Background: an optimization exercise with open tools, aiming at small area and a short achievable clock period. Do not read the settings as production practice. The RTL was checked by simulation tests, not by an equivalence proof against the original design. Power figures rest on the tool's default switching activity, not on a simulated workload.

==> v18: inputs <==
==> flow/design.v (excerpt) <==
module VKSA_256_top (in_clk, in_A, in_B, in_CI, out_S, out_CO);
  input in_clk;
  input [255:0] in_A, in_B;
  input in_CI;
  output reg [255:0] out_S;
  output reg out_CO;
  wire [255:0] w_bs;
  wire [64:0] w_bg;
  reg [255:0] r_bs;
  reg [64:0] r_bg;
  wire [255:0] w_S;
  wire w_CO;
  VKSA_blocks U0 (.in_A(in_A), .in_B(in_B), .in_CI(in_CI), .out_BS(w_bs), .out_BG(w_bg));
  always @(posedge in_clk) begin
    r_bs <= w_bs;
    r_bg <= w_bg;
    out_S <= w_S;
    out_CO <= w_CO;
  end
  VKSA_256 U1 (.in_BS(r_bs), .in_BG(r_bg), .out_S(w_S), .out_CO(w_CO));
endmodule
clock: 5.5 ns
lec_check: 0
cap_margin: 20
core_area: 17 17 227 227
cts_cluster_diameter: 120
cts_cluster_size: 24
die_area: 0 0 244 244
gpl_timing_driven: 0
place_density: 0.5
setup_slack_margin: 3.2
slew_margin: 20
synth_hierarchical: 1
tns_end_percent: 5
standard.sh (not shown) runs the stock make flow with config.mk's settings and CLKGATE_MAP_FILE= SYNTH_SCRIPT=/design/flow/synth_recipe.tcl, a recipe that flattens the netlist after the stock synthesis.
==> flow/flow/run.sh <==
#!/bin/bash
# Standard synthesis and layout, with plain minimum-size buffers on the ports
# (buffer_ports would otherwise pick clkdlybuf4s50_1, a slow delay cell), and
# with every gate reset to its smallest drive strength after global placement
# (flow/downsize.tcl), so that timing repair upsizes only what it needs.
set -euo pipefail
bash standard.sh synth > synth.log 2>&1
bash standard.sh "BUFFER_PORTS_ARGS=-buffer_cell sky130_fd_sc_hd__buf_1" \
  "POST_GLOBAL_PLACE_TCL=$PWD/flow/downsize.tcl" finish > layout.log 2>&1
==> flow/flow/downsize.tcl <==
# Start timing repair from minimum-size gates: every combinational cell that
# synthesis mapped to a larger drive strength is swapped for the smallest cell
# of the same function (same name but for the drive-strength suffix). The
# resizer then upsizes only the gates that timing needs.
set n 0
set saved 0.0
foreach inst [get_cells *] {
  set lc [get_lib_cells -of_objects $inst]
  if {$lc eq "" || $lc eq "NULL"} { continue }
  set name [get_name $lc]
  if {![regexp {^(sky130_fd_sc_hd__[a-z0-9]+)_([0-9]+)$} $name -> base drive]} { continue }
  if {[string match "*df*" $base] || [string match "*clk*" $base] || [string match "*tap*" $base]} { continue }
  set best $name
  set best_area [get_property $lc area]
  foreach cand [get_lib_cells ${base}_*] {
    set cname [get_name $cand]
    if {![regexp "^${base}_\[0-9\]+\$" $cname]} { continue }
    if {[get_property $cand dont_use]} { continue }
    set a [get_property $cand area]
    if {$a < $best_area} { set best $cname; set best_area $a }
  }
  if {$best ne $name} {
    set saved [expr {$saved + [get_property $lc area] - $best_area}]
    replace_cell $inst [get_lib_cells $best]
    incr n
  }
}
puts "downsize.tcl: downsized $n cells, [format %.1f $saved] um2"
==> inputs of v27, as changes to v18 <==
- GPL_TIMING_DRIVEN: 0 -> not set
- SETUP_SLACK_MARGIN: 3.2 -> 3.15
==> inputs of v24, as changes to v18 <==
- GPL_TIMING_DRIVEN: 0 -> not set
- PLACE_DENSITY: 0.5 -> not set
- SETUP_SLACK_MARGIN: 3.2 -> 3.3
==> inputs of v3, as changes to v18 <==
- GPL_TIMING_DRIVEN: 0 -> not set
- PLACE_DENSITY: 0.5 -> 0.4
- SETUP_SLACK_MARGIN: 3.2 -> 3.25
==> summary.txt <==
Cell Area, Placed=25500 um2; status=no timing/DRC/antenna violations; M2 GR Usage=0.496; setup ws final=approximately 3.2 ns; CTS resizes=slightly below 300
[end of results for v24]
==> summary.txt <==
status=no timing/DRC/antenna violations; Cell Area, Placed=around 26000 um2; clk buf depth=3; CTS resizes=between 100 and 150; Worst Tran Pin Value=between 0.3 and 0.4 ns; #MultiIn Comb=~1200
[end of results for v18]
==> summary.txt <==
largest net degree at the start of global routing=25; Comb power=between 2 and 2.5 mW; CTS resizes=between 100 and 150; top-count cell post-synth=dfxtp_1; xor/xnor share of the synthesized area=0.0991; status=no timing/DRC/antenna violations; Synth Area in Compound Gates=0.0630; Layout clock area frac=0.0270
[end of results for v3]
==> summary.txt <==
CTS resizes=~110; Cell Area, Placed=around 26000 um2; status=no timing/DRC/antenna violations; Peak supply drop=roughly 0.00022 V; M2 GR Usage=0.466
[end of results for v27]

-- port drivers added, routing unchanged --
The flow's constraints put no driver on any port. The routed layouts listed below were extracted and timed again, unchanged, in two steps. Step 1: set_driving_cell puts a clkbuf_16 on in_clk and a buf_2 on each other input, an assumption about the parent block. Step 2 times the ports against the registers' clock, not the clock port: input delays grow and output delays shrink by t, the midpoint of the rising clock arrivals with the driver on. a / b / c = ideal ports / drivers / drivers and shift; a / b = the first two.
run | t, ns | setup WS [ns] | pins driven straight from the clock port
v18 | 0.634 | 3.178 / 3.117 / 2.616 | 1
v27 | 0.634 | 3.113 / 3.053 / 2.613 | 1
v24 | 0.636 | 3.221 / 3.171 / 2.611 | 1
v3 | 0.627 | 3.191 / 3.131 / 2.624 | 1
After both steps setup and hold are still met in every run listed. For v24, which loses most, drivers alone change the setup slack by -0.050 ns; drivers and shift together by -0.610 ns.
